Source: an optimization exercise on an open RTL-to-GDS flow (aim: small area and a short achievable clock period). Production flows keep margins and buffers that such runs may drop.
No run shown here included a check of the RTL's function; only the layout flow was run.
Power is estimated from default activity; no workload was simulated.

==> design/flow/design.v <==
module mac_fa(input a, input b, input c, output s, output co);
  assign s = a ^ b ^ c;
  assign co = (a & b) | (a & c) | (b & c);
endmodule
module mac_x3(input a, input b, input c, output s);
  assign s = a ^ b ^ c;
endmodule
module mac_mj(input a, input b, input c, output co);
  assign co = (a & b) | (a & c) | (b & c);
endmodule
module mac_xor(input a, input b, output s);
  assign s = a ^ b;
endmodule
module mac(A, B, C, D, clk, reset, Acc);
  input [7:0] A, B, C, D;
  input clk, reset;
  output [31:0] Acc;
  reg [31:0] R;
  reg [1:0] V;
  reg [8:0] W;
  wire p_A0B0 = ~(A[0] & B[0]);
  wire p_A0B1 = ~(A[0] & B[1]);
  wire p_A0B2 = ~(A[0] & B[2]);
  wire p_A0B3 = ~(A[0] & B[3]);
  wire p_A0B4 = ~(A[0] & B[4]);
  wire p_A0B5 = ~(A[0] & B[5]);
  wire p_A0B6 = ~(A[0] & B[6]);
  wire p_A0B7 = ~(A[0] & B[7]);
  wire p_A1B0 = ~(A[1] & B[0]);
  wire p_A1B1 = ~(A[1] & B[1]);
  wire p_A1B2 = ~(A[1] & B[2]);
  wire p_A1B3 = ~(A[1] & B[3]);
  wire p_A1B4 = ~(A[1] & B[4]);
  wire p_A1B5 = ~(A[1] & B[5]);
  wire p_A1B6 = ~(A[1] & B[6]);
  wire p_A1B7 = ~(A[1] & B[7]);
  wire p_A2B0 = ~(A[2] & B[0]);
  wire p_A2B1 = ~(A[2] & B[1]);
  wire p_A2B2 = ~(A[2] & B[2]);
  wire p_A2B3 = ~(A[2] & B[3]);
  wire p_A2B4 = ~(A[2] & B[4]);
  wire p_A2B5 = ~(A[2] & B[5]);
  wire p_A2B6 = ~(A[2] & B[6]);
  wire p_A2B7 = ~(A[2] & B[7]);
  wire p_A3B0 = ~(A[3] & B[0]);
  wire p_A3B1 = ~(A[3] & B[1]);
  wire p_A3B2 = ~(A[3] & B[2]);
  wire p_A3B3 = ~(A[3] & B[3]);
  wire p_A3B4 = ~(A[3] & B[4]);
  wire p_A3B5 = ~(A[3] & B[5]);
  wire p_A3B6 = ~(A[3] & B[6]);
  wire p_A3B7 = ~(A[3] & B[7]);
  wire p_A4B0 = ~(A[4] & B[0]);
  wire p_A4B1 = ~(A[4] & B[1]);
  wire p_A4B2 = ~(A[4] & B[2]);
  wire p_A4B3 = ~(A[4] & B[3]);
  wire p_A4B4 = ~(A[4] & B[4]);
  wire p_A4B5 = ~(A[4] & B[5]);
  wire p_A4B6 = ~(A[4] & B[6]);
  wire p_A4B7 = ~(A[4] & B[7]);
  wire p_A5B0 = ~(A[5] & B[0]);
  wire p_A5B1 = ~(A[5] & B[1]);
  wire p_A5B2 = ~(A[5] & B[2]);
  wire p_A5B3 = ~(A[5] & B[3]);
  wire p_A5B4 = ~(A[5] & B[4]);
  wire p_A5B5 = ~(A[5] & B[5]);
  wire p_A5B6 = ~(A[5] & B[6]);
  wire p_A5B7 = ~(A[5] & B[7]);
  wire p_A6B0 = ~(A[6] & B[0]);
  wire p_A6B1 = ~(A[6] & B[1]);
  wire p_A6B2 = ~(A[6] & B[2]);
  wire p_A6B3 = ~(A[6] & B[3]);
  wire p_A6B4 = ~(A[6] & B[4]);
  wire p_A6B5 = ~(A[6] & B[5]);
  wire p_A6B6 = ~(A[6] & B[6]);
  wire p_A6B7 = ~(A[6] & B[7]);
  wire p_A7B0 = ~(A[7] & B[0]);
  wire p_A7B1 = ~(A[7] & B[1]);
  wire p_A7B2 = ~(A[7] & B[2]);
  wire p_A7B3 = ~(A[7] & B[3]);
  wire p_A7B4 = ~(A[7] & B[4]);
  wire p_A7B5 = ~(A[7] & B[5]);
  wire p_A7B6 = ~(A[7] & B[6]);
  wire p_A7B7 = ~(A[7] & B[7]);
  wire p_C0D0 = ~(C[0] & D[0]);
  wire p_C0D1 = ~(C[0] & D[1]);
  wire p_C0D2 = ~(C[0] & D[2]);
  wire p_C0D3 = ~(C[0] & D[3]);
  wire p_C0D4 = ~(C[0] & D[4]);
  wire p_C0D5 = ~(C[0] & D[5]);
  wire p_C0D6 = ~(C[0] & D[6]);
  wire p_C0D7 = ~(C[0] & D[7]);
  wire p_C1D0 = ~(C[1] & D[0]);
  wire p_C1D1 = ~(C[1] & D[1]);
  wire p_C1D2 = ~(C[1] & D[2]);
  wire p_C1D3 = ~(C[1] & D[3]);
  wire p_C1D4 = ~(C[1] & D[4]);
  wire p_C1D5 = ~(C[1] & D[5]);
  wire p_C1D6 = ~(C[1] & D[6]);
  wire p_C1D7 = ~(C[1] & D[7]);
  wire p_C2D0 = ~(C[2] & D[0]);
  wire p_C2D1 = ~(C[2] & D[1]);
  wire p_C2D2 = ~(C[2] & D[2]);
  wire p_C2D3 = ~(C[2] & D[3]);
  wire p_C2D4 = ~(C[2] & D[4]);
  wire p_C2D5 = ~(C[2] & D[5]);
  wire p_C2D6 = ~(C[2] & D[6]);
  wire p_C2D7 = ~(C[2] & D[7]);
  wire p_C3D0 = ~(C[3] & D[0]);
  wire p_C3D1 = ~(C[3] & D[1]);
  wire p_C3D2 = ~(C[3] & D[2]);
  wire p_C3D3 = ~(C[3] & D[3]);
  wire p_C3D4 = ~(C[3] & D[4]);
  wire p_C3D5 = ~(C[3] & D[5]);
  wire p_C3D6 = ~(C[3] & D[6]);
  wire p_C3D7 = ~(C[3] & D[7]);
  wire p_C4D0 = ~(C[4] & D[0]);
  wire p_C4D1 = ~(C[4] & D[1]);
  wire p_C4D2 = ~(C[4] & D[2]);
  wire p_C4D3 = ~(C[4] & D[3]);
  wire p_C4D4 = ~(C[4] & D[4]);
  wire p_C4D5 = ~(C[4] & D[5]);
  wire p_C4D6 = ~(C[4] & D[6]);
  wire p_C4D7 = ~(C[4] & D[7]);
  wire p_C5D0 = ~(C[5] & D[0]);
  wire p_C5D1 = ~(C[5] & D[1]);
  wire p_C5D2 = ~(C[5] & D[2]);
  wire p_C5D3 = ~(C[5] & D[3]);
  wire p_C5D4 = ~(C[5] & D[4]);
  wire p_C5D5 = ~(C[5] & D[5]);
  wire p_C5D6 = ~(C[5] & D[6]);
  wire p_C5D7 = ~(C[5] & D[7]);
  wire p_C6D0 = ~(C[6] & D[0]);
  wire p_C6D1 = ~(C[6] & D[1]);
  wire p_C6D2 = ~(C[6] & D[2]);
  wire p_C6D3 = ~(C[6] & D[3]);
  wire p_C6D4 = ~(C[6] & D[4]);
  wire p_C6D5 = ~(C[6] & D[5]);
  wire p_C6D6 = ~(C[6] & D[6]);
  wire p_C6D7 = ~(C[6] & D[7]);
  wire p_C7D0 = ~(C[7] & D[0]);
  wire p_C7D1 = ~(C[7] & D[1]);
  wire p_C7D2 = ~(C[7] & D[2]);
  wire p_C7D3 = ~(C[7] & D[3]);
  wire p_C7D4 = ~(C[7] & D[4]);
  wire p_C7D5 = ~(C[7] & D[5]);
  wire p_C7D6 = ~(C[7] & D[6]);
  wire p_C7D7 = ~(C[7] & D[7]);
  wire s0, c0;
  wire s1, c1;
  wire s2, c2;
  wire s3, c3;
  wire s4, c4;
  wire s5, c5;
  wire s6, c6;
  wire s7, c7;
  wire s8, c8;
  wire s9, c9;
  wire s10, c10;
  wire s11, c11;
  wire s12, c12;
  wire s13, c13;
  wire s14, c14;
  wire s15, c15;
  wire s16, c16;
  wire s17, c17;
  wire s18, c18;
  wire s19, c19;
  wire s20, c20;
  wire s21, c21;
  wire s22, c22;
  wire s23, c23;
  wire s24, c24;
  wire s25, c25;
  wire s26, c26;
  wire s27, c27;
  wire s28, c28;
  wire s29, c29;
  wire s30, c30;
  wire s31, c31;
  wire s32, c32;
  wire s33, c33;
  wire s34, c34;
  wire s35, c35;
  wire s36, c36;
  wire s37, c37;
  wire s38, c38;
  wire s39, c39;
  wire s40, c40;
  wire s41, c41;
  wire s42, c42;
  wire s43, c43;
  wire s44, c44;
  wire s45, c45;
  wire s46, c46;
  wire s47, c47;
  wire s48, c48;
  wire s49, c49;
  wire s50, c50;
  wire s51, c51;
  wire s52, c52;
  wire s53, c53;
  wire s54, c54;
  wire s55, c55;
  wire s56, c56;
  wire s57, c57;
  wire s58, c58;
  wire s59, c59;
  wire s60, c60;
  wire s61, c61;
  wire s62, c62;
  wire s63, c63;
  wire s64, c64;
  wire s65, c65;
  wire s66, c66;
  wire s67, c67;
  wire s68, c68;
  wire s69, c69;
  wire s70, c70;
  wire s71, c71;
  wire s72, c72;
  wire s73, c73;
  wire s74, c74;
  wire s75, c75;
  wire s76, c76;
  wire s77, c77;
  wire s78, c78;
  wire s79, c79;
  wire s80, c80;
  wire s81, c81;
  wire s82, c82;
  wire s83, c83;
  wire s84, c84;
  wire s85, c85;
  wire s86, c86;
  wire s87, c87;
  wire s88, c88;
  wire s89, c89;
  wire s90, c90;
  wire s91, c91;
  wire s92, c92;
  wire s93, c93;
  wire s94, c94;
  wire s95, c95;
  wire s96, c96;
  wire s97, c97;
  wire s98, c98;
  wire s99, c99;
  wire s100, c100;
  wire s101, c101;
  wire s102, c102;
  wire s103, c103;
  wire s104, c104;
  wire s105, c105;
  wire s106, c106;
  wire s107, c107;
  wire s108, c108;
  wire s109, c109;
  wire s110, c110;
  wire s111, c111;
  wire s112, c112;
  wire s113, c113;
  wire s114, c114;
  wire s115, c115;
  wire s116, c116;
  wire s117, c117;
  wire s118, c118;
  wire s119, c119;
  wire s120, c120;
  wire s121, c121;
  wire s122, c122;
  wire s123, c123;
  wire s124, c124;
  wire s125, c125;
  wire s126, c126;
  wire s127, c127;
  wire s128, c128;
  wire s129, c129;
  wire s130, c130;
  wire s131, c131;
  wire s132, c132;
  wire s133, c133;
  wire s134, c134;
  wire s135, c135;
  wire s136, c136;
  wire s137, c137;
  wire s138, c138;
  wire s139, c139;
  wire s140, c140;
  wire s141, c141;
  wire s142, c142;
  wire s143, c143;
  wire s144, c144;
  wire s145, c145;
  wire s146, c146;
  wire s147, c147;
  wire s148, c148;
  wire s149, c149;
  wire s150, c150;
  wire s151, c151;
  wire s152, c152;
  mac_xor u_s0 (R[0], p_A0B0, s0);
  assign c0 = R[0] & (A[0] & B[0]);
  mac_fa u_s1 (R[1], p_A0B1, p_A1B0, s1, c1);
  mac_x3 u_s2 (p_C0D1, p_C1D0, ~c0, s2);
  mac_mj u_c2 (p_C0D1, p_C1D0, ~c0, c2);
  mac_fa u_s3 (R[2], p_A0B2, p_A1B1, s3, c3);
  mac_fa u_s4 (p_A2B0, p_C0D2, p_C1D1, s4, c4);
  mac_fa u_s5 (p_C2D0, c1, s3, s5, c5);
  mac_xor u_s6 (s4, c2, s6);
  assign c6 = ~s4 & ~c2;
  mac_fa u_s7 (R[3], p_A0B3, p_A1B2, s7, c7);
  mac_fa u_s8 (p_A2B1, p_A3B0, p_C0D3, s8, c8);
  mac_fa u_s9 (p_C1D2, p_C2D1, p_C3D0, s9, c9);
  mac_fa u_s10 (c3, c4, s7, s10, c10);
  mac_fa u_s11 (s8, s9, ~c6, s11, c11);
  mac_xor u_s12 (c5, s10, s12);
  assign c12 = ~c5 & ~s10;
  mac_fa u_s13 (R[4], p_A0B4, p_A1B3, s13, c13);
  mac_fa u_s14 (p_A2B2, p_A3B1, p_A4B0, s14, c14);
  mac_fa u_s15 (p_C0D4, p_C1D3, p_C2D2, s15, c15);
  mac_fa u_s16 (p_C3D1, p_C4D0, c7, s16, c16);
  mac_fa u_s17 (c8, c9, s13, s17, c17);
  mac_fa u_s18 (s14, s15, s16, s18, c18);
  mac_fa u_s19 (c10, s17, ~c12, s19, c19);
  mac_xor u_s20 (c11, s18, s20);
  assign c20 = ~c11 & ~s18;
  mac_fa u_s21 (R[5], p_A0B5, p_A1B4, s21, c21);
  mac_fa u_s22 (p_A2B3, p_A3B2, p_A4B1, s22, c22);
  mac_fa u_s23 (p_A5B0, p_C0D5, p_C1D4, s23, c23);
  mac_fa u_s24 (p_C2D3, p_C3D2, p_C4D1, s24, c24);
  mac_fa u_s25 (p_C5D0, c13, c14, s25, c25);
  mac_fa u_s26 (c15, s21, s22, s26, c26);
  mac_fa u_s27 (s23, s24, c16, s27, c27);
  mac_x3 u_s28 (c17, s25, s26, s28);
  mac_mj u_c28 (c17, s25, s26, c28);
  mac_fa u_s29 (s27, c18, s28, s29, c29);
  mac_xor u_s30 (c20, c19, s30);
  assign c30 = c20 & ~c19;
  mac_fa u_s31 (V[0], ~R[6], p_A0B6, s31, c31);
  mac_fa u_s32 (p_A1B5, p_A2B4, p_A3B3, s32, c32);
  mac_fa u_s33 (p_A4B2, p_A5B1, p_A6B0, s33, c33);
  mac_fa u_s34 (p_C0D6, p_C1D5, p_C2D4, s34, c34);
  mac_fa u_s35 (p_C3D3, p_C4D2, p_C5D1, s35, c35);
  mac_fa u_s36 (p_C6D0, c21, c22, s36, c36);
  mac_fa u_s37 (c23, c24, s31, s37, c37);
  mac_x3 u_s38 (s32, s33, s34, s38);
  mac_mj u_c38 (s32, s33, s34, c38);
  mac_fa u_s39 (s35, c25, s36, s39, c39);
  mac_fa u_s40 (c26, s38, s37, s40, c40);
  mac_fa u_s41 (c27, c28, s39, s41, c41);
  mac_fa u_s42 (s40, c29, ~c30, s42, c42);
  mac_xor u_s43 (s41, s42, s43);
  assign c43 = ~s41 & ~s42;
  mac_fa u_s44 (R[7], W[0], (A[0] & B[7]), s44, c44);
  mac_fa u_s45 (p_A1B6, p_A2B5, p_A3B4, s45, c45);
  mac_fa u_s46 (p_A4B3, p_A5B2, p_A6B1, s46, c46);
  mac_fa u_s47 (p_A7B0, p_C0D7, p_C1D6, s47, c47);
  mac_fa u_s48 (p_C2D5, p_C3D4, p_C4D3, s48, c48);
  mac_fa u_s49 (p_C5D2, p_C6D1, p_C7D0, s49, c49);
  mac_fa u_s50 (c31, c32, c33, s50, c50);
  mac_fa u_s51 (c34, c35, ~s44, s51, c51);
  mac_fa u_s52 (s45, s46, s47, s52, c52);
  mac_x3 u_s53 (s48, s49, c36, s53);
  mac_mj u_c53 (s48, s49, c36, c53);
  mac_x3 u_s54 (c38, c37, s50, s54);
  mac_mj u_c54 (c38, c37, s50, c54);
  mac_fa u_s55 (s51, s52, s53, s55, c55);
  mac_x3 u_s56 (s54, c39, c40, s56);
  mac_mj u_c56 (s54, c39, c40, c56);
  mac_fa u_s57 (s55, s56, c41, s57, c57);
  mac_xor u_s58 (c42, s57, s58);
  assign c58 = ~c42 & ~s57;
  mac_fa u_s59 (R[8], W[1], p_A1B7, s59, c59);
  mac_fa u_s60 (p_A2B6, p_A3B5, p_A4B4, s60, c60);
  mac_fa u_s61 (p_A5B3, p_A6B2, p_A7B1, s61, c61);
  mac_fa u_s62 (p_C1D7, p_C2D6, p_C3D5, s62, c62);
  mac_fa u_s63 (p_C4D4, p_C5D3, p_C6D2, s63, c63);
  mac_fa u_s64 (p_C7D1, c45, c46, s64, c64);
  mac_fa u_s65 (c47, c48, c49, s65, c65);
  mac_fa u_s66 (s59, s60, ~c44, s66, c66);
  mac_fa u_s67 (s61, s62, s63, s67, c67);
  mac_fa u_s68 (c50, s64, c52, s68, c68);
  mac_fa u_s69 (s65, c51, s66, s69, c69);
  mac_fa u_s70 (s67, c53, c54, s70, c70);
  mac_fa u_s71 (s68, s69, c55, s71, c71);
  mac_fa u_s72 (s70, c56, s71, s72, c72);
  mac_xor u_s73 (c57, c58, s73);
  assign c73 = ~c57 & c58;
  mac_fa u_s74 (R[9], W[2], (A[2] & B[7]), s74, c74);
  mac_fa u_s75 (p_A3B6, p_A4B5, p_A5B4, s75, c75);
  mac_fa u_s76 (p_A6B3, p_A7B2, p_C2D7, s76, c76);
  mac_fa u_s77 (p_C3D6, p_C4D5, p_C5D4, s77, c77);
  mac_fa u_s78 (p_C6D3, p_C7D2, c59, s78, c78);
  mac_fa u_s79 (c60, c61, c62, s79, c79);
  mac_fa u_s80 (c63, s75, ~s74, s80, c80);
  mac_fa u_s81 (s76, s77, s78, s81, c81);
  mac_fa u_s82 (c64, c65, c66, s82, c82);
  mac_fa u_s83 (c67, s79, s80, s83, c83);
  mac_fa u_s84 (s81, c68, s82, s84, c84);
  mac_x3 u_s85 (c69, s83, c70, s85);
  mac_mj u_c85 (c69, s83, c70, c85);
  mac_x3 u_s86 (s84, s85, c71, s86);
  mac_mj u_c86 (s84, s85, c71, c86);
  mac_xor u_s87 (c72, s86, s87);
  assign c87 = ~c72 & ~s86;
  mac_fa u_s88 (W[3], ~R[10], p_A3B7, s88, c88);
  mac_fa u_s89 (p_A4B6, p_A5B5, p_A6B4, s89, c89);
  mac_fa u_s90 (p_A7B3, p_C3D7, p_C4D6, s90, c90);
  mac_fa u_s91 (p_C5D5, p_C6D4, p_C7D3, s91, c91);
  mac_x3 u_s92 (c75, c76, c77, s92);
  mac_mj u_c92 (c75, c76, c77, c92);
  mac_fa u_s93 (s88, s89, ~c74, s93, c93);
  mac_fa u_s94 (s90, s91, c78, s94, c94);
  mac_x3 u_s95 (s92, c79, c80, s95);
  mac_mj u_c95 (s92, c79, c80, c95);
  mac_fa u_s96 (s93, c81, s94, s96, c96);
  mac_fa u_s97 (s95, c82, c83, s97, c97);
  mac_x3 u_s98 (s96, c84, s97, s98);
  mac_mj u_c98 (s96, c84, s97, c98);
  mac_x3 u_s99 (c85, s98, c86, s99);
  mac_mj u_c99 (c85, s98, c86, c99);
  mac_fa u_s100 (R[11], W[4], p_A4B7, s100, c100);
  mac_fa u_s101 (p_A5B6, p_A6B5, p_A7B4, s101, c101);
  mac_fa u_s102 (p_C4D7, p_C5D6, p_C6D5, s102, c102);
  mac_fa u_s103 (p_C7D4, c88, c89, s103, c103);
  mac_fa u_s104 (c90, c91, s100, s104, c104);
  mac_fa u_s105 (s101, s102, c92, s105, c105);
  mac_fa u_s106 (s103, c93, s104, s106, c106);
  mac_fa u_s107 (s105, c94, c95, s107, c107);
  mac_x3 u_s108 (s106, c96, s107, s108);
  mac_mj u_c108 (s106, c96, s107, c108);
  mac_x3 u_s109 (c97, s108, c98, s109);
  mac_mj u_c109 (c97, s108, c98, c109);
  mac_fa u_s110 (R[12], W[5], p_A5B7, s110, c110);
  mac_fa u_s111 (p_A6B6, p_A7B5, p_C5D7, s111, c111);
  mac_fa u_s112 (p_C6D6, p_C7D5, c100, s112, c112);
  mac_fa u_s113 (c101, c102, s110, s113, c113);
  mac_fa u_s114 (s111, c103, s112, s114, c114);
  mac_fa u_s115 (c104, s113, c105, s115, c115);
  mac_fa u_s116 (s114, c106, s115, s116, c116);
  mac_fa u_s117 (c107, s116, c108, s117, c117);
  mac_fa u_s118 (R[13], W[6], p_A6B7, s118, c118);
  mac_fa u_s119 (p_A7B6, p_C6D7, p_C7D6, s119, c119);
  mac_fa u_s120 (c110, c111, s118, s120, c120);
  mac_fa u_s121 (s119, c112, c113, s121, c121);
  mac_fa u_s122 (s120, c114, s121, s122, c122);
  mac_fa u_s123 (c115, s122, c116, s123, c123);
  mac_fa u_s124 (R[14], W[7], p_A7B7, s124, c124);
  mac_fa u_s125 (p_C7D7, c118, c119, s125, c125);
  mac_fa u_s126 (s124, c120, s125, s126, c126);
  mac_fa u_s127 (c121, s126, c122, s127, c127);
  mac_fa u_s128 (R[15], W[8], c124, s128, c128);
  mac_fa u_s129 (c125, s128, c126, s129, c129);
  mac_xor u_s130 (R[16], c128, s130);
  assign c130 = R[16] & ~c128;
  mac_xor u_s131 (p_C0D0, s0, s131);
  assign c131 = (C[0] & D[0]) & ~s0;
  mac_fa u_s132 (~c131, s2, s1, s132, c132);
  mac_fa u_s133 (~s6, c132, s5, s133, c133);
  mac_fa u_s134 (s11, ~s12, c133, s134, c134);
  mac_fa u_s135 (~s20, s19, c134, s135, c135);
  mac_x3 u_s136 (s30, s29, c135, s136);
  mac_mj u_c136 (s30, s29, c135, c136);
  mac_xor u_s137 (s130, c129, s137);
  assign c137 = ~s130 & ~c129;
  mac_x3 u_s138 (R[17], c130, c137, s138);
  mac_mj u_c138 (R[17], c130, c137, c138);
  mac_xor u_s139 (R[18], c138, s139);
  assign c139 = R[18] & c138;
  mac_xor u_s140 (R[19], c139, s140);
  assign c140 = R[19] & c139;
  mac_xor u_s141 (R[20], V[1], s141);
  assign c141 = R[20] & V[1];
  mac_xor u_s142 (R[21], c141, s142);
  assign c142 = R[21] & c141;
  mac_xor u_s143 (R[22], c142, s143);
  assign c143 = R[22] & c142;
  mac_xor u_s144 (R[23], c143, s144);
  assign c144 = R[23] & c143;
  mac_xor u_s145 (R[24], c144, s145);
  assign c145 = R[24] & c144;
  mac_xor u_s146 (R[25], c145, s146);
  assign c146 = R[25] & c145;
  mac_xor u_s147 (R[26], c146, s147);
  assign c147 = R[26] & c146;
  mac_xor u_s148 (R[27], c147, s148);
  assign c148 = R[27] & c147;
  mac_xor u_s149 (R[28], c148, s149);
  assign c149 = R[28] & c148;
  mac_xor u_s150 (R[29], c149, s150);
  assign c150 = R[29] & c149;
  mac_xor u_s151 (R[30], c150, s151);
  assign c151 = R[30] & c150;
  mac_xor u_s152 (R[31], c151, s152);
  assign c152 = R[31] & c151;
  wire [31:0] z = {1'b0, 1'b0, 1'b0, 1'b0, 1'b0, 1'b0, 1'b0, 1'b0, 1'b0, 1'b0, 1'b0, V[1], 1'b0, 1'b0, 1'b0, 1'b0, ~W[8], ~W[7], ~W[6], ~W[5], ~W[4], ~W[3], W[2], ~W[1], W[0], ~V[0], 1'b0, 1'b0, 1'b0, 1'b0, 1'b0, 1'b0};
  assign Acc = (R ^ 32'h0000f93e) + z;
  always @(posedge clk, negedge reset)
    if (reset == 0) begin
      R <= 32'h0000f93e;
      V <= 2'h1;
      W <= 9'h1fa;
    end else begin
      R <= {s152, s151, s150, s149, s148, s147, s146, s145, s144, s143, s142, s141, s140, s139, s138, s137, s129, s127, s123, s117, s109, c87, c73, s72, c43, s43, s136, s135, s134, s133, s132, s131};
      V <= {c140, c136};
      W <= {c127, c123, c117, c109, c99, s99, s87, s73, s58};
    end
endmodule
==> design/flow/flow/run.sh <==
#!/bin/bash
# Standard ORFS flow (the standard.sh), with the port buffers made of
# sky130_fd_sc_hd__buf_2 instead of buffer_ports' default cell.
set -o pipefail
export BUFFER_PORTS_ARGS="-buffer_cell sky130_fd_sc_hd__buf_2"
bash standard.sh finish 2>&1 | tee standard_flow.log
==> design/flow/standard.sh <==
#!/bin/bash
# synth_recipe.tcl (not shown) runs the flow's synth.tcl, then flattens the netlist and writes it again
# the make line also repeats each setting of config.mk as NAME=value (left out here)
make -C /OpenROAD-flow-scripts/flow DESIGN_CONFIG=/design/flow/config.mk WORK_HOME=/design/flow/orfs CLKGATE_MAP_FILE= SYNTH_SCRIPT=/design/flow/synth_recipe.tcl "${@:-finish}"
==> design/flow/config.mk <==
export PLATFORM = sky130hd
export DESIGN_NAME = mac
export DESIGN_NICKNAME = mac
export VERILOG_FILES = /design/flow/design.v
export SDC_FILE = /design/flow/constraint.sdc
export NUM_CORES = 4
export LEC_CHECK = 0
export CAP_MARGIN = 20
export CORE_MARGIN = 2
export CORE_UTILIZATION = 60
export SETUP_SLACK_MARGIN = 1.5
export SLEW_MARGIN = 20
export SYNTH_HIERARCHICAL = 1
==> design/flow/constraint.sdc <==
create_clock -name core_clock -period 6.5 [get_ports {clk}]
set_input_delay 1.3000 -clock core_clock [delete_from_list [all_inputs] [get_ports {clk}]]
set_output_delay 1.3000 -clock core_clock [all_outputs]
set_load 0.01 [all_outputs]
==> impl_metrics.toml, run 1 <==
[detailed_routing]
avgRoutedWirePerCell_um = 17.9
remaining_drc_errors = 0
vias = 3834
route.antenna.remaining_nets = 0
avgViaCountPerCell = 5.48
detail_route.wirelength_mm = 12.5
firstDrtPassIters = 4
detail_route.iter0.violations = 130

[power_and_ir_drop]
power.leakage_nw = 2.78
power.switching_mw = 1.62
power.ir.vdd_worst_v = 0.000438
comb_power_share_pct = 79.0
switching_share_pct = 42.6
seq_power_share_pct = 16.0
p_per_area_mw_per_mm2 = 612
clkPwrFrac_pct = 5.0
internal_power_mw = 2.18

[worst_hold_path]
worst_hold_check_path_type = "reg -> reg"
min-delay-start = "V[1]$_DFF_PN0_"
whs_path_depth = 1
hold-path-endpoint = "R[20]$_DFF_PN0_"

[outcome]
run_status = "no timing/DRC/antenna violations"

[logic_synthesis]
synth-seq-cells = 43
syn-cell-area_mm2 = 0.00576
yosys.area.top_type_share_pct = 38.9
yosys.cell_types.count = 40
synth-warning-count = 7
synth_instances = 531
post_synth_main_area_contributors = "fa_1 39%, dfrtp_1 10%, dfstp_2 8.7%"
synth.largest_area_cell = "fa_1"
syn_nets = 688
post_synth.cell_area_avg_um2 = 10.8
synth.yosys.seq_area_share_pct = 19.1

[setup_path]
rr_endpoint = "W[1]$_DFF_PN1_"
critical_r2r_launch = "R[3]$_DFF_PN1_"
worstSetupStartpointType = "input port"
path_class = "in -> reg"
cp.arrival_ns = 4.40
timing.reg2reg.setup_slack_ns = 3.17
setup.worst_path.end_class = "register"
cp.required_ns = 6.74
timing.reg2reg.worst_path_depth = 8
worst-path-max-fanout = 9

[layout]
final_layout_size_suffix_gt1_share_pct = 21.9
areaGrowthSynthToFinish_pct = 7.76
commonest_non_fill_non_tap_cell_in_the_layout = "nand2_1"
antennaDiodeCount = 0
fill_cells = 759
layout_common_cells = "132 x nand2_1, 112 x fa_1, 65 x buf_2, 35 x inv_1, 31 x xor2_1"
final_cells = 699
nNetsFinal = 726

[sta]
rsz0062_at_grt = "no"
worst-slew-pin-transition_ns = 0.576
final.period_utilization_pct = 64.0
period_minus_slack_ns = 4.16
post-route-worst-setup-slack_ns = 2.34
setup_viol_count_final = 0
timing.hold.ws_ns = 0.466
timing_max_transition_violations_final = 0
totalNegativeSetupSlack_ns = 0
max_freq_ghz = 0.240
relSlewSlack_pct = 61.6
count_of_endpoints_failing_hold_in_the_final_timing_report = 0
fin_worst_skew_ns = 0.0129

[place]
place_ws_ns = 2.04
dp_hpwl_mm = 10.4
placedCellCount = 691
routabilityCongestion = 0.881
port_buffers = 65

[floorplanning]
die-height_um = 102
placement_rows = 35
floorplan.io_pins = 66
initial_utilization_pct = 62.0
fp.dieArea_mm2 = 0.0104
dieWidth_um = 102
fp.coreArea_mm2 = 0.00928

[clock_tree]
cts_buffers = 5
cts.root.buffer_cell = "clkbuf_8"
htree_levels = 2
tritoncts_clock_tree = "done"
cts_hold_repair.buffers = 0
cts_resized = 0
worst_setup_hold_path_clk_slew_ns = 0.10
worst_skew_pair.late_latency_ns = 0.31
clock-sinks = 43
clockBufferDepth = 2
cts_post_setup_buffers_inserted = 0

[global_routing]
grt_max_degree = 44
grt_use_total_pct = 26.8
antenna_found_initial = 0
grt_pass1_vias = 4173
globalRouteOverflowTotal = 0
grt_pass1_wl_mm = 20.9

[run]
total_of_max_cap_violations = 0
[routing by layer]
layer / routed length [um] / part of all wire, % / GRT usage [%] / up-vias
li1: - / - / - / 1725
met1: 5240 / 42 / 36.1 / 1965
met2: 6470 / 52 / 47.0 / 128
met3: 585 / 4.7 / 3.21 / 16
met4: 216 / 1.7 / 6.36 / 0
met5: 0 / 0 / 0 / -
[synthesized netlist by cell type]
library cell  number
a21o_1             2
a21oi_1            9
a31oi_1            1
a41oi_1            1
and2_1             8
and2_2             1
and2_4             1
and3_1             4
and3_2             4
and3_4             2
buf_4              3
clkbuf_1          32
dfrtp_1           24
dfstp_2           19
fa_1             112
ha_1              11
inv_1             35
maj3_2            16
nand2_1          132
nand2b_1           2
nand3_1           11
nand3_2            1
nand4_1            2
nor2_1            13
nor2b_1            2
nor3_1             3
o211ai_1           2
o21a_1             2
o21ai_0            1
o21ai_2            1
o21ai_4            1
o21bai_1           1
o22ai_2            1
o311ai_0           1
o31ai_4            1
or2_2              3
or3_1              1
xnor2_1           18
xor2_1            31
xor3_1            16
[per-stage QoR]
stage	total power, mW	area (um2)	util [%]
floorplan	2.98	5760	-
CTS	3.86	6210	66.8
finish	3.80	6210	66.8
detailed placement	3.63	6110	65.8
global route	4.18	6210	66.8
global placement	3.56	6110	65.8
[Yosys stat by module (local to each module, per instance)]
module / flip-flops and latches / copies in the design
mac: 43 / 1
mac_fa: 0 / 111
mac_x3: 0 / 16
mac_xor: 0 / 26
mac_mj: 0 / 16
[flip-flops by register name, indices dropped and copies added, names as in the netlist]
| name | cells |
|---|---|
| V | 2 |
| W | 9 |
| R | 32 |
[worst max-delay path, stage by stage]
cell,delay [ns]
buf_2,0.21
nand2_1,0.11
fa_1,0.53
fa_1,0.43
or2_2,0.32
fa_1,0.40
or3_1,0.36
fa_1,0.43
nor2_1,0.13
xor2_1,0.17
[cells by family after synthesis]
family	after synthesis	synth area share [%]
flip-flops	43	19.1
AO/OA/AOI/OAI	24	3.22
AND/OR/NAND/NOR	190	14.4
adder cells (fa/ha/maj)	139	44.4
XOR/XNOR	65	14.1
buffers and inverters	70	4.76
[worst max-delay path by stage]
stage | start | endpoint | cells after the start
2_1_floorplan | A[0] | R[6]$_DFF_PN0_ | 9
3_3_place_gp | A[2] | W[4]$_DFF_PN1_ | 9
3_5_place_dp | A[7] | W[3]$_DFF_PN1_ | 8
4_1_cts | A[0] | W[1]$_DFF_PN1_ | 10
5_1_grt | A[0] | W[1]$_DFF_PN1_ | 10
6_report | A[0] | W[1]$_DFF_PN1_ | 10
[final cells by class]
class	instances	area, um2	share of cell area (%)
Multi-Input combinational cell	418	4390	70.7
Tap cell	129	161	2.60
Inverter	35	131	2.12
Clock buffer	5	68.8	1.11
Timing Repair Buffer	66	333	5.36
Sequential cell	43	1100	17.7
Clock inverter	3	26.3	0.423
[power by group through the flow]
stage / Sequential, mW / Combinational [mW] / Clock [mW]
CTS: 0.611 / 3.05 / 0.198
detailed placement: 0.615 / 3.01 / 0
floorplan: 0.577 / 2.40 / 0
global route: 0.631 / 3.34 / 0.210
finish: 0.607 / 3.00 / 0.191
global placement: 0.613 / 2.95 / 0
==> run 2: changes to the inputs <==
--- a/design/flow/design.v
+++ b/design/flow/design.v
@@ -302,8 +302,7 @@
   mac_xor u_s0 (R[0], p_A0B0, s0);
   assign c0 = R[0] & (A[0] & B[0]);
   mac_fa u_s1 (R[1], p_A0B1, p_A1B0, s1, c1);
-  mac_x3 u_s2 (p_C0D1, p_C1D0, ~c0, s2);
-  mac_mj u_c2 (p_C0D1, p_C1D0, ~c0, c2);
+  mac_fa u_s2 (p_C0D1, p_C1D0, ~c0, s2, c2);
   mac_fa u_s3 (R[2], p_A0B2, p_A1B1, s3, c3);
   mac_fa u_s4 (p_A2B0, p_C0D2, p_C1D1, s4, c4);
   mac_fa u_s5 (p_C2D0, c1, s3, s5, c5);
@@ -332,8 +331,7 @@
   mac_fa u_s25 (p_C5D0, c13, c14, s25, c25);
   mac_fa u_s26 (c15, s21, s22, s26, c26);
   mac_fa u_s27 (s23, s24, c16, s27, c27);
-  mac_x3 u_s28 (c17, s25, s26, s28);
-  mac_mj u_c28 (c17, s25, s26, c28);
+  mac_fa u_s28 (c17, s25, s26, s28, c28);
   mac_fa u_s29 (s27, c18, s28, s29, c29);
   mac_xor u_s30 (c20, c19, s30);
   assign c30 = c20 & ~c19;
@@ -348,8 +346,8 @@
   mac_mj u_c38 (s32, s33, s34, c38);
   mac_fa u_s39 (s35, c25, s36, s39, c39);
   mac_fa u_s40 (c26, s38, s37, s40, c40);
-  mac_fa u_s41 (c27, c28, s39, s41, c41);
-  mac_fa u_s42 (s40, c29, ~c30, s42, c42);
+  mac_fa u_s41 (c27, s39, c28, s41, c41);
+  mac_fa u_s42 (s40, ~c30, c29, s42, c42);
   mac_xor u_s43 (s41, s42, s43);
   assign c43 = ~s41 & ~s42;
   mac_fa u_s44 (R[7], W[0], (A[0] & B[7]), s44, c44);
@@ -366,9 +364,8 @@
   mac_x3 u_s54 (c38, c37, s50, s54);
   mac_mj u_c54 (c38, c37, s50, c54);
   mac_fa u_s55 (s51, s52, s53, s55, c55);
-  mac_x3 u_s56 (s54, c39, c40, s56);
-  mac_mj u_c56 (s54, c39, c40, c56);
-  mac_fa u_s57 (s55, s56, c41, s57, c57);
+  mac_fa u_s56 (s54, c39, c40, s56, c56);
+  mac_fa u_s57 (s55, c41, s56, s57, c57);
   mac_xor u_s58 (c42, s57, s58);
   assign c58 = ~c42 & ~s57;
   mac_fa u_s59 (R[8], W[1], p_A1B7, s59, c59);
@@ -416,10 +413,9 @@
   mac_mj u_c95 (s92, c79, c80, c95);
   mac_fa u_s96 (s93, c81, s94, s96, c96);
   mac_fa u_s97 (s95, c82, c83, s97, c97);
-  mac_x3 u_s98 (s96, c84, s97, s98);
-  mac_mj u_c98 (s96, c84, s97, c98);
-  mac_x3 u_s99 (c85, s98, c86, s99);
-  mac_mj u_c99 (c85, s98, c86, c99);
+  mac_fa u_s98 (s96, c84, s97, s98, c98);
+  mac_x3 u_s99 (c85, c86, s98, s99);
+  mac_mj u_c99 (c85, c86, s98, c99);
   mac_fa u_s100 (R[11], W[4], p_A4B7, s100, c100);
   mac_fa u_s101 (p_A5B6, p_A6B5, p_A7B4, s101, c101);
   mac_fa u_s102 (p_C4D7, p_C5D6, p_C6D5, s102, c102);
@@ -428,8 +424,7 @@
   mac_fa u_s105 (s101, s102, c92, s105, c105);
   mac_fa u_s106 (s103, c93, s104, s106, c106);
   mac_fa u_s107 (s105, c94, c95, s107, c107);
-  mac_x3 u_s108 (s106, c96, s107, s108);
-  mac_mj u_c108 (s106, c96, s107, c108);
+  mac_fa u_s108 (s106, c96, s107, s108, c108);
   mac_x3 u_s109 (c97, s108, c98, s109);
   mac_mj u_c109 (c97, s108, c98, c109);
   mac_fa u_s110 (R[12], W[5], p_A5B7, s110, c110);
@@ -456,16 +451,15 @@
   assign c130 = R[16] & ~c128;
   mac_xor u_s131 (p_C0D0, s0, s131);
   assign c131 = (C[0] & D[0]) & ~s0;
-  mac_fa u_s132 (~c131, s2, s1, s132, c132);
-  mac_fa u_s133 (~s6, c132, s5, s133, c133);
-  mac_fa u_s134 (s11, ~s12, c133, s134, c134);
+  mac_fa u_s132 (~c131, s1, s2, s132, c132);
+  mac_fa u_s133 (~s6, s5, c132, s133, c133);
+  mac_fa u_s134 (~s12, s11, c133, s134, c134);
   mac_fa u_s135 (~s20, s19, c134, s135, c135);
   mac_x3 u_s136 (s30, s29, c135, s136);
   mac_mj u_c136 (s30, s29, c135, c136);
   mac_xor u_s137 (s130, c129, s137);
   assign c137 = ~s130 & ~c129;
-  mac_x3 u_s138 (R[17], c130, c137, s138);
-  mac_mj u_c138 (R[17], c130, c137, c138);
+  mac_fa u_s138 (R[17], c130, c137, s138, c138);
   mac_xor u_s139 (R[18], c138, s139);
   assign c139 = R[18] & c138;
   mac_xor u_s140 (R[19], c139, s140);
==> run 2 against run 1 <==
  * Critical path type unchanged
  * Clock skew increased by 0.0022 ns
  * Via count down 2.5%
  * Die area is 1.5% lower
  * Still clean
==> impl_metrics.toml, run 2 <==
[outcome]
run_status = "no timing/DRC/antenna violations"

[sta]
period_minus_slack_ns = 4.25
worst-slew-pin-transition_ns = 0.569
rsz0062_at_grt = "no"
count_of_endpoints_failing_hold_in_the_final_timing_report = 0
setup_viol_count_final = 0
relSlewSlack_pct = 62.1
max_freq_ghz = 0.236
final.period_utilization_pct = 65.3
timing_max_transition_violations_final = 0
timing.hold.ws_ns = 0.477
totalNegativeSetupSlack_ns = 0
fin_worst_skew_ns = 0.0151

[setup_path]
worstSetupStartpointType = "input port"
cp.required_ns = 6.73
crit_top_cell = "fa_1"
cp_num_buf_inv = 1
path_class = "in -> reg"
critical_path.cell_chain = "buf_2 > nand2_1 > fa_1 > fa_1 > or2_2 > fa_1 > or3_1 > fa_1 > nor2_1 > xor2_1"
max_stage_delay_ns = 0.51
critical_path.top_delay_family = "adder cells"
setup.worst_path.end_class = "register"
worst-path-max-fanout = 8
timing.reg2reg.setup_slack_ns = 3.11
timing.critical_path.slowest_stage_cell = "fa_1"
cp.arrival_ns = 4.48

[clock_tree]
worst_skew_pair.late_latency_ns = 0.31
clock-sinks = 43
cts_post_setup_buffers_inserted = 0
clockBufferDepth = 2
htree_levels = 2
cts_resized = 0
cts_buffers = 5
cts_hold_repair.buffers = 0
worst_setup_hold_path_clk_slew_ns = 0.09
cts.root.buffer_cell = "clkbuf_8"
tritoncts_clock_tree = "done"

[layout]
final_design_area_no_fill_mm2 = 0.00611
antennaDiodeCount = 0
areaGrowthSynthToFinish_pct = 7.70
final_cells = 674
final_layout_size_suffix_gt1_share_pct = 21.0
commonest_non_fill_non_tap_cell_in_the_layout = "nand2_1"
fill_cells = 761
layout_common_cells = "132 x nand2_1, 118 x fa_1, 64 x buf_2, 35 x inv_1, 31 x xor2_1"
nNetsFinal = 725
layout.area.seq_mm2 = 0.00110
layout_top_registers = "R: 32 flops, W: 9 flops, V: 2 flops"
largest_register = "R"
multiInputGateArea_mm2 = 0.00430
largest_reg_flops = 32

[power_and_ir_drop]
clkPwrFrac_pct = 6.0
switching_share_pct = 43.5
comb_power_share_pct = 77.5
power.switching_mw = 1.60
power.leakage_nw = 2.71
p_per_area_mw_per_mm2 = 604
seq_power_share_pct = 16.4
design_power_total_mw = 3.69
power.ir.vdd_worst_v = 0.000623
internal_power_mw = 2.08

[logic_synthesis]
post_synth.cell_area_avg_um2 = 10.8
synth.cells.most_frequent = "132 x nand2_1, 118 x fa_1, 35 x inv_1, 32 x clkbuf_1, 31 x xor2_1"
syn_nets = 688
yosys.cell_types.count = 40
ys_dominant_reg_cell = "dfrtp_1"
syn-cell-area_mm2 = 0.00567
synth_enable_flop_cells = 0
synth.yosys.seq_area_share_pct = 19.4
synth_instances = 525
post-synth-top-count-cell = "nand2_1"
synth-warning-count = 7
post_synth_main_area_contributors = "fa_1 42%, dfrtp_1 11%, dfstp_2 8.8%"
synth.largest_area_cell = "fa_1"
synth-seq-cells = 43
yosys.area.top_type_share_pct = 41.7
async_flop_share_pct = 100

[global_routing]
busiest_layer = "met2"
groute.layer.met2.usage_pct = 47.3
grt_pass1_wl_mm = 21.5
grt_use_total_pct = 28.0
grt_pass1_vias = 4343
antenna_found_initial = 0
globalRouteMet3Util_pct = 4.00
grt_max_degree = 44
globalRouteOverflowTotal = 0
grtUsageMet1_pct = 37.8

[detailed_routing]
route.antenna.remaining_nets = 0
avgRoutedWirePerCell_um = 18.6
detail_route.wirelength_mm = 12.5
detail_route.iter0.violations = 149
avgViaCountPerCell = 5.55
firstDrtPassIters = 6
vias = 3739
remaining_drc_errors = 0

[place]
dp_hpwl_mm = 10.4
routabilityCongestion = 0.880
port_buffers = 65
placed_area_mm2 = 0.00599
placedCellCount = 666

[floorplanning]
die-height_um = 101
initial_utilization_pct = 61.6
fp.coreArea_mm2 = 0.00920
dieWidth_um = 101
placement_rows = 35
floorplan.io_pins = 66
fp.dieArea_mm2 = 0.0102

[worst_hold_path]
worst_hold_check_path_type = "reg -> reg"

[run]
total_of_max_cap_violations = 0
[run 2: cell types whose count changed in the layout (fill, tap and decap cells not counted), sizes merged]
cell	before	now
bufinv	0	1
xor3	16	10
clkinv	1	2
fa	112	118
maj3	16	10
buf	66	65
inv	37	35
[run 2: path summary, 6_finish.rpt]
kind	startpoint	end	cells past startpoint
worst max-delay path	A[2]	W[1]$_DFF_PN1_	10
worst min-delay path	R[20]$_DFF_PN0_	R[20]$_DFF_PN0_	1
worst max register to register	R[3]$_DFF_PN1_	W[1]$_DFF_PN1_	8
worst min register to register	R[20]$_DFF_PN0_	R[20]$_DFF_PN0_	1
max in group asynchronous	reset	W[7]$_DFF_PN1_	1
min in group asynchronous	reset	R[0]$_DFF_PN0_	1
[run 2: worst reg2reg max path, cell delays in order, from the launching register on]
cell     delay, ns
dfstp_2       0.56
fa_1          0.41
fa_1          0.48
or2_2         0.32
fa_1          0.40
or3_1         0.36
fa_1          0.46
nor2_1        0.14
xor2_1        0.17
[run 2: kinds of logic after synthesis]
group	synth area share, %
DFF	19.4
xor gates and xnor gates	11.8
and+or+nand+nor	14.7
AOI/OAI and AO/OA	3.27
buffers and inverters	4.83
adders and majority gates	46.1
[run 2: power by group through the flow]
stage	clock network, mW	logic (mW)	registers, mW
global route	0.239	3.24	0.632
detailed placement	0	2.89	0.613
CTS	0.230	2.91	0.610
finish	0.222	2.86	0.606
global placement	0	2.80	0.613
floorplan	0	2.26	0.577
[run 2: per-module statistics from Yosys, one instance, submodules excluded]
module | flops+latches | cells
mac_mj | 0 | 1
mac_xor | 0 | 1
mac_fa | 0 | 1
mac | 43 | 362
mac_x3 | 0 | 1
[run 2: cell type report]
class	count	share of cell area, %
Clock buffer	5	1.13
Clock inverter	3	0.717
Tap cell	111	2.27
Timing Repair Buffer	65	5.37
Multi-Input combinational cell	412	70.3
Inverter	35	2.15
Sequential cell	43	18.0
[run 2: per-stage QoR]
stage	utilization, %	worst slack, ns
6_report	66.4	2.25
5_1_grt	66.4	2.15
4_1_cts	66.4	2.26
3_5_place_dp	65.1	1.96
3_3_place_gp	65.1	2.01
2_1_floorplan	-	2.12
[run 2: routing by layer]
layer  vias up  share of wire [%]
met2       106                 51
met4         0                2.8
met1      1920                 42
li1       1686                  -
met5         -                  0
met3        27                4.4
==> run 3: changes to the inputs <==
--- a/design/flow/design.v
+++ b/design/flow/design.v
@@ -302,7 +302,8 @@
   mac_xor u_s0 (R[0], p_A0B0, s0);
   assign c0 = R[0] & (A[0] & B[0]);
   mac_fa u_s1 (R[1], p_A0B1, p_A1B0, s1, c1);
-  mac_fa u_s2 (p_C0D1, p_C1D0, ~c0, s2, c2);
+  mac_x3 u_s2 (p_C0D1, p_C1D0, ~c0, s2);
+  mac_mj u_c2 (p_C0D1, p_C1D0, ~c0, c2);
   mac_fa u_s3 (R[2], p_A0B2, p_A1B1, s3, c3);
   mac_fa u_s4 (p_A2B0, p_C0D2, p_C1D1, s4, c4);
   mac_fa u_s5 (p_C2D0, c1, s3, s5, c5);
@@ -331,7 +332,8 @@
   mac_fa u_s25 (p_C5D0, c13, c14, s25, c25);
   mac_fa u_s26 (c15, s21, s22, s26, c26);
   mac_fa u_s27 (s23, s24, c16, s27, c27);
-  mac_fa u_s28 (c17, s25, s26, s28, c28);
+  mac_x3 u_s28 (c17, s25, s26, s28);
+  mac_mj u_c28 (c17, s25, s26, c28);
   mac_fa u_s29 (s27, c18, s28, s29, c29);
   mac_xor u_s30 (c20, c19, s30);
   assign c30 = c20 & ~c19;
@@ -346,8 +348,8 @@
   mac_mj u_c38 (s32, s33, s34, c38);
   mac_fa u_s39 (s35, c25, s36, s39, c39);
   mac_fa u_s40 (c26, s38, s37, s40, c40);
-  mac_fa u_s41 (c27, s39, c28, s41, c41);
-  mac_fa u_s42 (s40, ~c30, c29, s42, c42);
+  mac_fa u_s41 (c27, c28, s39, s41, c41);
+  mac_fa u_s42 (s40, c29, ~c30, s42, c42);
   mac_xor u_s43 (s41, s42, s43);
   assign c43 = ~s41 & ~s42;
   mac_fa u_s44 (R[7], W[0], (A[0] & B[7]), s44, c44);
@@ -364,8 +366,9 @@
   mac_x3 u_s54 (c38, c37, s50, s54);
   mac_mj u_c54 (c38, c37, s50, c54);
   mac_fa u_s55 (s51, s52, s53, s55, c55);
-  mac_fa u_s56 (s54, c39, c40, s56, c56);
-  mac_fa u_s57 (s55, c41, s56, s57, c57);
+  mac_x3 u_s56 (s54, c39, c40, s56);
+  mac_mj u_c56 (s54, c39, c40, c56);
+  mac_fa u_s57 (s55, s56, c41, s57, c57);
   mac_xor u_s58 (c42, s57, s58);
   assign c58 = ~c42 & ~s57;
   mac_fa u_s59 (R[8], W[1], p_A1B7, s59, c59);
@@ -413,9 +416,10 @@
   mac_mj u_c95 (s92, c79, c80, c95);
   mac_fa u_s96 (s93, c81, s94, s96, c96);
   mac_fa u_s97 (s95, c82, c83, s97, c97);
-  mac_fa u_s98 (s96, c84, s97, s98, c98);
-  mac_x3 u_s99 (c85, c86, s98, s99);
-  mac_mj u_c99 (c85, c86, s98, c99);
+  mac_x3 u_s98 (s96, c84, s97, s98);
+  mac_mj u_c98 (s96, c84, s97, c98);
+  mac_x3 u_s99 (c85, s98, c86, s99);
+  mac_mj u_c99 (c85, s98, c86, c99);
   mac_fa u_s100 (R[11], W[4], p_A4B7, s100, c100);
   mac_fa u_s101 (p_A5B6, p_A6B5, p_A7B4, s101, c101);
   mac_fa u_s102 (p_C4D7, p_C5D6, p_C6D5, s102, c102);
@@ -424,7 +428,8 @@
   mac_fa u_s105 (s101, s102, c92, s105, c105);
   mac_fa u_s106 (s103, c93, s104, s106, c106);
   mac_fa u_s107 (s105, c94, c95, s107, c107);
-  mac_fa u_s108 (s106, c96, s107, s108, c108);
+  mac_x3 u_s108 (s106, c96, s107, s108);
+  mac_mj u_c108 (s106, c96, s107, c108);
   mac_x3 u_s109 (c97, s108, c98, s109);
   mac_mj u_c109 (c97, s108, c98, c109);
   mac_fa u_s110 (R[12], W[5], p_A5B7, s110, c110);
@@ -451,15 +456,16 @@
   assign c130 = R[16] & ~c128;
   mac_xor u_s131 (p_C0D0, s0, s131);
   assign c131 = (C[0] & D[0]) & ~s0;
-  mac_fa u_s132 (~c131, s1, s2, s132, c132);
-  mac_fa u_s133 (~s6, s5, c132, s133, c133);
-  mac_fa u_s134 (~s12, s11, c133, s134, c134);
+  mac_fa u_s132 (~c131, s2, s1, s132, c132);
+  mac_fa u_s133 (~s6, c132, s5, s133, c133);
+  mac_fa u_s134 (s11, ~s12, c133, s134, c134);
   mac_fa u_s135 (~s20, s19, c134, s135, c135);
   mac_x3 u_s136 (s30, s29, c135, s136);
   mac_mj u_c136 (s30, s29, c135, c136);
   mac_xor u_s137 (s130, c129, s137);
   assign c137 = ~s130 & ~c129;
-  mac_fa u_s138 (R[17], c130, c137, s138, c138);
+  mac_x3 u_s138 (R[17], c130, c137, s138);
+  mac_mj u_c138 (R[17], c130, c137, c138);
   mac_xor u_s139 (R[18], c138, s139);
   assign c139 = R[18] & c138;
   mac_xor u_s140 (R[19], c139, s140);
@@ -489,7 +495,241 @@
   mac_xor u_s152 (R[31], c151, s152);
   assign c152 = R[31] & c151;
   wire [31:0] z = {1'b0, 1'b0, 1'b0, 1'b0, 1'b0, 1'b0, 1'b0, 1'b0, 1'b0, 1'b0, 1'b0, V[1], 1'b0, 1'b0, 1'b0, 1'b0, ~W[8], ~W[7], ~W[6], ~W[5], ~W[4], ~W[3], W[2], ~W[1], W[0], ~V[0], 1'b0, 1'b0, 1'b0, 1'b0, 1'b0, 1'b0};
-  assign Acc = (R ^ 32'h0000f93e) + z;
+  wire [31:0] h, g, t;
+  assign h[0] = R[0];
+  assign g[0] = 1'b0;
+  assign t[0] = R[0];
+  assign h[1] = ~R[1];
+  assign g[1] = 1'b0;
+  assign t[1] = ~R[1];
+  assign h[2] = ~R[2];
+  assign g[2] = 1'b0;
+  assign t[2] = ~R[2];
+  assign h[3] = ~R[3];
+  assign g[3] = 1'b0;
+  assign t[3] = ~R[3];
+  assign h[4] = ~R[4];
+  assign g[4] = 1'b0;
+  assign t[4] = ~R[4];
+  assign h[5] = ~R[5];
+  assign g[5] = 1'b0;
+  assign t[5] = ~R[5];
+  wire h6r;
+  mac_xor u_h6 (R[6], V[0], h6r);
+  assign h[6] = ~h6r;
+  assign g[6] = R[6] & ~V[0];
+  assign t[6] = R[6] | ~V[0];
+  wire h7r;
+  mac_xor u_h7 (R[7], W[0], h7r);
+  assign h[7] = h7r;
+  assign g[7] = R[7] & W[0];
+  assign t[7] = R[7] | W[0];
+  wire h8r;
+  mac_xor u_h8 (R[8], W[1], h8r);
+  assign h[8] = h8r;
+  assign g[8] = ~R[8] & ~W[1];
+  assign t[8] = ~R[8] | ~W[1];
+  wire h9r;
+  mac_xor u_h9 (R[9], W[2], h9r);
+  assign h[9] = h9r;
+  assign g[9] = R[9] & W[2];
+  assign t[9] = R[9] | W[2];
+  wire h10r;
+  mac_xor u_h10 (R[10], W[3], h10r);
+  assign h[10] = ~h10r;
+  assign g[10] = R[10] & ~W[3];
+  assign t[10] = R[10] | ~W[3];
+  wire h11r;
+  mac_xor u_h11 (R[11], W[4], h11r);
+  assign h[11] = h11r;
+  assign g[11] = ~R[11] & ~W[4];
+  assign t[11] = ~R[11] | ~W[4];
+  wire h12r;
+  mac_xor u_h12 (R[12], W[5], h12r);
+  assign h[12] = h12r;
+  assign g[12] = ~R[12] & ~W[5];
+  assign t[12] = ~R[12] | ~W[5];
+  wire h13r;
+  mac_xor u_h13 (R[13], W[6], h13r);
+  assign h[13] = h13r;
+  assign g[13] = ~R[13] & ~W[6];
+  assign t[13] = ~R[13] | ~W[6];
+  wire h14r;
+  mac_xor u_h14 (R[14], W[7], h14r);
+  assign h[14] = h14r;
+  assign g[14] = ~R[14] & ~W[7];
+  assign t[14] = ~R[14] | ~W[7];
+  wire h15r;
+  mac_xor u_h15 (R[15], W[8], h15r);
+  assign h[15] = h15r;
+  assign g[15] = ~R[15] & ~W[8];
+  assign t[15] = ~R[15] | ~W[8];
+  assign h[16] = R[16];
+  assign g[16] = 1'b0;
+  assign t[16] = R[16];
+  assign h[17] = R[17];
+  assign g[17] = 1'b0;
+  assign t[17] = R[17];
+  assign h[18] = R[18];
+  assign g[18] = 1'b0;
+  assign t[18] = R[18];
+  assign h[19] = R[19];
+  assign g[19] = 1'b0;
+  assign t[19] = R[19];
+  wire h20r;
+  mac_xor u_h20 (R[20], V[1], h20r);
+  assign h[20] = h20r;
+  assign g[20] = R[20] & V[1];
+  assign t[20] = R[20] | V[1];
+  assign h[21] = R[21];
+  assign g[21] = 1'b0;
+  assign t[21] = R[21];
+  assign h[22] = R[22];
+  assign g[22] = 1'b0;
+  assign t[22] = R[22];
+  assign h[23] = R[23];
+  assign g[23] = 1'b0;
+  assign t[23] = R[23];
+  assign h[24] = R[24];
+  assign g[24] = 1'b0;
+  assign t[24] = R[24];
+  assign h[25] = R[25];
+  assign g[25] = 1'b0;
+  assign t[25] = R[25];
+  assign h[26] = R[26];
+  assign g[26] = 1'b0;
+  assign t[26] = R[26];
+  assign h[27] = R[27];
+  assign g[27] = 1'b0;
+  assign t[27] = R[27];
+  assign h[28] = R[28];
+  assign g[28] = 1'b0;
+  assign t[28] = R[28];
+  assign h[29] = R[29];
+  assign g[29] = 1'b0;
+  assign t[29] = R[29];
+  assign h[30] = R[30];
+  assign g[30] = 1'b0;
+  assign t[30] = R[30];
+  assign h[31] = R[31];
+  assign g[31] = 1'b0;
+  assign t[31] = R[31];
+  wire G1 = g[1] | (t[1] & g[0]);
+  wire T1 = t[1] & t[0];
+  wire G2 = g[3] | (t[3] & g[2]);
+  wire T2 = t[3] & t[2];
+  wire G3 = g[5] | (t[5] & g[4]);
+  wire T3 = t[5] & t[4];
+  wire G4 = g[7] | (t[7] & g[6]);
+  wire T4 = t[7] & t[6];
+  wire G5 = g[9] | (t[9] & g[8]);
+  wire T5 = t[9] & t[8];
+  wire G6 = g[11] | (t[11] & g[10]);
+  wire T6 = t[11] & t[10];
+  wire G7 = g[13] | (t[13] & g[12]);
+  wire T7 = t[13] & t[12];
+  wire G8 = g[15] | (t[15] & g[14]);
+  wire T8 = t[15] & t[14];
+  wire G9 = g[17] | (t[17] & g[16]);
+  wire T9 = t[17] & t[16];
+  wire G10 = g[19] | (t[19] & g[18]);
+  wire T10 = t[19] & t[18];
+  wire G11 = g[21] | (t[21] & g[20]);
+  wire T11 = t[21] & t[20];
+  wire G12 = g[23] | (t[23] & g[22]);
+  wire T12 = t[23] & t[22];
+  wire G13 = g[25] | (t[25] & g[24]);
+  wire T13 = t[25] & t[24];
+  wire G14 = g[27] | (t[27] & g[26]);
+  wire T14 = t[27] & t[26];
+  wire G15 = g[29] | (t[29] & g[28]);
+  wire T15 = t[29] & t[28];
+  wire G16 = g[31] | (t[31] & g[30]);
+  wire T16 = t[31] & t[30];
+  wire G17 = G2 | (T2 & G1);
+  wire T17 = T2 & T1;
+  wire G18 = G4 | (T4 & G3);
+  wire T18 = T4 & T3;
+  wire G19 = G6 | (T6 & G5);
+  wire T19 = T6 & T5;
+  wire G20 = G8 | (T8 & G7);
+  wire T20 = T8 & T7;
+  wire G21 = G10 | (T10 & G9);
+  wire T21 = T10 & T9;
+  wire G22 = G12 | (T12 & G11);
+  wire T22 = T12 & T11;
+  wire G23 = G14 | (T14 & G13);
+  wire T23 = T14 & T13;
+  wire G24 = G16 | (T16 & G15);
+  wire T24 = T16 & T15;
+  wire G25 = G18 | (T18 & G17);
+  wire T25 = T18 & T17;
+  wire G26 = G20 | (T20 & G19);
+  wire T26 = T20 & T19;
+  wire G27 = G22 | (T22 & G21);
+  wire T27 = T22 & T21;
+  wire G28 = G24 | (T24 & G23);
+  wire T28 = T24 & T23;
+  wire G29 = G26 | (T26 & G25);
+  wire T29 = T26 & T25;
+  wire G30 = G28 | (T28 & G27);
+  wire T30 = T28 & T27;
+  wire G31 = G30 | (T30 & G29);
+  wire T31 = T30 & T29;
+  wire G32 = G27 | (T27 & G29);
+  wire T32 = T27 & T29;
+  wire G33 = G19 | (T19 & G25);
+  wire T33 = T19 & T25;
+  wire G34 = G21 | (T21 & G29);
+  wire T34 = T21 & T29;
+  wire G35 = G23 | (T23 & G32);
+  wire T35 = T23 & T32;
+  wire G36 = G3 | (T3 & G17);
+  wire T36 = T3 & T17;
+  wire G37 = G5 | (T5 & G25);
+  wire T37 = T5 & T25;
+  wire G38 = G7 | (T7 & G33);
+  wire T38 = T7 & T33;
+  wire G39 = G9 | (T9 & G29);
+  wire T39 = T9 & T29;
+  wire G40 = G11 | (T11 & G34);
+  wire T40 = T11 & T34;
+  wire G41 = G13 | (T13 & G32);
+  wire T41 = T13 & T32;
+  wire G42 = G15 | (T15 & G35);
+  wire T42 = T15 & T35;
+  wire G43 = g[2] | (t[2] & G1);
+  wire T43 = t[2] & T1;
+  wire G44 = g[4] | (t[4] & G17);
+  wire T44 = t[4] & T17;
+  wire G45 = g[6] | (t[6] & G36);
+  wire T45 = t[6] & T36;
+  wire G46 = g[8] | (t[8] & G25);
+  wire T46 = t[8] & T25;
+  wire G47 = g[10] | (t[10] & G37);
+  wire T47 = t[10] & T37;
+  wire G48 = g[12] | (t[12] & G33);
+  wire T48 = t[12] & T33;
+  wire G49 = g[14] | (t[14] & G38);
+  wire T49 = t[14] & T38;
+  wire G50 = g[16] | (t[16] & G29);
+  wire T50 = t[16] & T29;
+  wire G51 = g[18] | (t[18] & G39);
+  wire T51 = t[18] & T39;
+  wire G52 = g[20] | (t[20] & G34);
+  wire T52 = t[20] & T34;
+  wire G53 = g[22] | (t[22] & G40);
+  wire T53 = t[22] & T40;
+  wire G54 = g[24] | (t[24] & G32);
+  wire T54 = t[24] & T32;
+  wire G55 = g[26] | (t[26] & G41);
+  wire T55 = t[26] & T41;
+  wire G56 = g[28] | (t[28] & G35);
+  wire T56 = t[28] & T35;
+  wire G57 = g[30] | (t[30] & G42);
+  wire T57 = t[30] & T42;
+  wire [31:0] cin = {G57, G42, G56, G35, G55, G41, G54, G32, G53, G40, G52, G34, G51, G39, G50, G29, G49, G38, G48, G33, G47, G37, G46, G25, G45, G36, G44, G17, G43, G1, g[0], 1'b0};
+  assign Acc = h ^ cin;
   always @(posedge clk, negedge reset)
     if (reset == 0) begin
       R <= 32'h0000f93e;
==> run 3 against run 2 <==
  * Flip-flop and latch count unchanged
  * Still clean
  * Final area fell by 1.2%
  * Highest routed layer unchanged
  * Largest power group unchanged
  * Utilization down 0.17 points
  * Sequential power increased by 7.9%
  * Power is 1.5% higher
==> impl_metrics.toml, run 3 <==
[sta]
worst-slew-pin-transition_ns = 0.864
final.period_utilization_pct = 69.3
relSlewSlack_pct = 42.0
count_of_endpoints_failing_hold_in_the_final_timing_report = 0
timing_max_transition_violations_final = 0
totalNegativeSetupSlack_ns = 0
fin_worst_skew_ns = 0.0136
max_freq_ghz = 0.222
rsz0062_at_grt = "no"
setup_viol_count_final = 0
period_minus_slack_ns = 4.51

[power_and_ir_drop]
power.leakage_nw = 2.70
seq_power_share_pct = 17.5
clkPwrFrac_pct = 6.5
switching_share_pct = 41.8
power.switching_mw = 1.56
power.ir.vdd_worst_v = 0.000378
comb_power_share_pct = 76.0
p_per_area_mw_per_mm2 = 620
internal_power_mw = 2.18

[clock_tree]
clockBufferDepth = 2
clock-sinks = 43
cts.root.buffer_cell = "clkbuf_8"
worst_setup_hold_path_clk_slew_ns = 0.10
cts_buffers = 5
htree_levels = 2
cts_hold_repair.buffers = 0
worst_skew_pair.late_latency_ns = 0.32
cts_resized = 0
tritoncts_clock_tree = "done"
cts_post_setup_buffers_inserted = 0

[place]
placed_area_mm2 = 0.00591
routabilityCongestion = 0.928
port_buffers = 65
dp_hpwl_mm = 10.4

[logic_synthesis]
dominant_combinational_cell_family_by_area_after_synthesis = "adder cells"
synth_enable_flop_cells = 0
synthAdderAreaFrac_pct = 45.9
ys_dominant_reg_cell = "dfrtp_1"
post_synth.cell_area_avg_um2 = 11.1
synth_simple_gate_area_share_pct = 13.3
synth-seq-cells = 43
post_synth_main_area_contributors = "fa_1 40%, dfrtp_1 11%, nand2_1 9.1%"
synth.largest_area_cell = "fa_1"
synth_compound_gate_area_share_pct = 2.02
yosys.cell_types.count = 35
post-synth-top-count-cell = "nand2_1"
synth.yosys.seq_area_share_pct = 19.8
muxShareOfSynthArea_pct = 0
synth-warning-count = 7
synth_instances = 500
yosys.area.top_type_share_pct = 39.9
async_flop_share_pct = 100
syn-cell-area_mm2 = 0.00556
syn_nets = 652
xor_xnor_portion_of_the_synthesized_cell_area_pct = 15.5
synth.cells.most_frequent = "135 x nand2_1, 111 x fa_1, 48 x xor2_1, 30 x clkbuf_1, 24 x dfrtp_1"

[detailed_routing]
length_of_routed_met3_wiring_um = 736
remaining_drc_errors = 0
detail_route.iter0.violations = 252
routedLengthMet1_mm = 4.94
route.antenna.remaining_nets = 0
firstDrtPassIters = 5
avgViaCountPerCell = 5.70
detailroute.wirelength.met2_mm = 6.84
routed.top_layer = "met4"
vias = 3722
avgRoutedWirePerCell_um = 19.9
detail_route.wirelength_mm = 13.0

[floorplanning]
dieWidth_um = 100
initial_utilization_pct = 61.1
floorplan.io_pins = 66
fp.coreArea_mm2 = 0.00911
fp.dieArea_mm2 = 0.0101
placement_rows = 35
die-height_um = 100

[layout]
largest_reg_flops = 32
fill_cells = 752
nNetsFinal = 693
areaGrowthSynthToFinish_pct = 8.41
final_design_area_no_fill_mm2 = 0.00603
commonest_non_fill_non_tap_cell_in_the_layout = "nand2_1"
antennaDiodeCount = 0
layout_top_registers = "R: 32 flops, W: 9 flops, V: 2 flops"
layout_common_cells = "135 x nand2_1, 111 x fa_1, 64 x buf_2, 48 x xor2_1, 24 x dfrtp_1"
largest_register = "R"
final_layout_size_suffix_gt1_share_pct = 21.0

[global_routing]
grt_pass1_vias = 4155
antenna_found_initial = 0
grt_pass1_wl_mm = 21.5
grt_max_degree = 44
globalRouteOverflowTotal = 0
grt_use_total_pct = 28.9

[setup_path]
worstSetupStartpointType = "register"
critical_path.cell_chain = "nor2_1 > maj3_1 > a211oi_1 > o22a_1 > o21ai_0 > and2_1 > ha_1 > xor2_1 > buf_2"
path_class = "reg -> out"
cp.arrival_ns = 3.21
max_stage_delay_ns = 0.70
cp.required_ns = 5.20
worst-path-max-fanout = 5
timing.critical_path.slowest_stage_cell = "a211oi_1"
setup.worst_path.end_class = "output port"

[outcome]
run_status = "no timing/DRC/antenna violations"

[run]
total_of_max_cap_violations = 0

[worst_hold_path]
worst_hold_check_path_type = "reg -> reg"
==> run 3: cell count changes after synthesis, moves of 3 or more <==
| cell | delta |
|---|---|
| xor3_1 | +6 |
| ha_1 | -4 |
| inv_1 | -14 |
| maj3_1 | +5 |
| and3_2 | -4 |
| xnor2_1 | -11 |
| maj3_2 | +7 |
| nand2_1 | +3 |
| xor2_1 | +17 |
| fa_1 | -7 |
| a21oi_1 | -7 |
| nand3_1 | -9 |
==> run 3: routing by layer <==
layer / vias to the layer above / global-route usage [%]
li1: 1627 / -
met1: 1915 / 35.4
met2: 146 / 50.5
met3: 34 / 5.43
met4: 0 / 12.3
met5: - / 0
==> run 3: modules after synthesis, one instance, submodules excluded <==
module   times used  flip-flops and latches  cells
mac_x3           16                       0      1
mac_fa          111                       0      1
mac_xor          37                       0      1
mac               1                      43    320
mac_mj           16                       0      1
==> run 3: worst paths after layout <==
check | startpoint | to | slack (ns) | cells after the start
setup / recovery | W[1]$_DFF_PN1_ | Acc[23] | 1.99 | 9
hold / removal | R[31]$_DFF_PN0_ | R[31]$_DFF_PN0_ | 0.50 | 1
setup reg to reg | R[3]$_DFF_PN1_ | W[1]$_DFF_PN1_ | 3.11 | 8
hold reg to reg | R[31]$_DFF_PN0_ | R[31]$_DFF_PN0_ | 0.50 | 1
max in group asynchronous | reset | R[29]$_DFF_PN0_ | 5.11 | 1
min in group asynchronous | reset | R[0]$_DFF_PN0_ | 0.97 | 1
==> run 3: final cells by class <==
class	instances	area (um2)	share of cell area, %
Inverter	21	78.8	1.31
Tap cell	111	139	2.30
Timing Repair Buffer	65	328	5.43
Clock buffer	6	82.6	1.37
Clock inverter	2	38.8	0.643
Sequential cell	43	1100	18.2
Multi-Input combinational cell	405	4270	70.7
==> run 3: worst max-delay path: cells and delay by family, from the launching register on <==
family | cells | cell delay, ns
compound gates | 3 | 1.14
flops | 1 | 0.63
fa+ha+maj | 2 | 0.56
simple gates | 2 | 0.27
buf+inv | 1 | 0.15
xor+xnor | 1 | 0.14
==> run 3: power groups by stage <==
stage	registers, mW	clock network, mW	logic, mW
finish	0.654	0.243	2.84
global route	0.677	0.259	3.21
CTS	0.657	0.253	2.88
detailed placement	0.659	0	2.87
global placement	0.657	0	2.78
floorplan	0.615	0	2.28
==> run 3: cell families (layout without fill, tap and decap cells) <==
family	Yosys count	in the layout
adder cells (fa/ha/maj)	140	140
buffers and inverters	52	94
AO/OA/AOI/OAI	16	16
flip-flops	43	43
XOR/XNOR	71	71
AND/OR/NAND/NOR	178	178
==> run 3: through the flow <==
| stage | worst slack [ns] | instances | power (mW) | hold WS, ns | util (%) |
|---|---|---|---|---|---|
| CTS | 2.02 | 653 | 3.79 | 0.500 | 66.2 |
| floorplan | 2.15 | 500 | 2.90 | 0.458 | - |
| global route | 1.82 | 653 | 4.14 | 0.517 | 66.2 |
| global placement | 2.09 | 645 | 3.44 | 0.472 | 64.9 |
| finish | 1.99 | 653 | 3.74 | 0.495 | 66.2 |
| detailed placement | 2.02 | 645 | 3.53 | 0.484 | 64.9 |

## static timing again, ports no longer ideal
No port has a modelled driver above. Below, the same layouts with a new extraction and two added sets of constraints. Step 1 assumes that a clkbuf_16 drives the clock port and a buf_2 every other input. Step 2 times the ports against the registers' clock, not the clock port: input delays grow and output delays shrink by t, the midpoint of the rising clock arrivals with the driver on. Three values: ideal ports, drivers, drivers and shift; two values: the first two.
run | shift t [ns] | slack for setup (ns)
run 1 | 0.331 | 2.340 / 2.341 / 2.010
run 2 | 0.340 | 2.255 / 2.263 / 1.923
run 3 | 0.349 | 1.993 / 1.957 / 1.994
After both steps setup and hold are still met in every run listed.
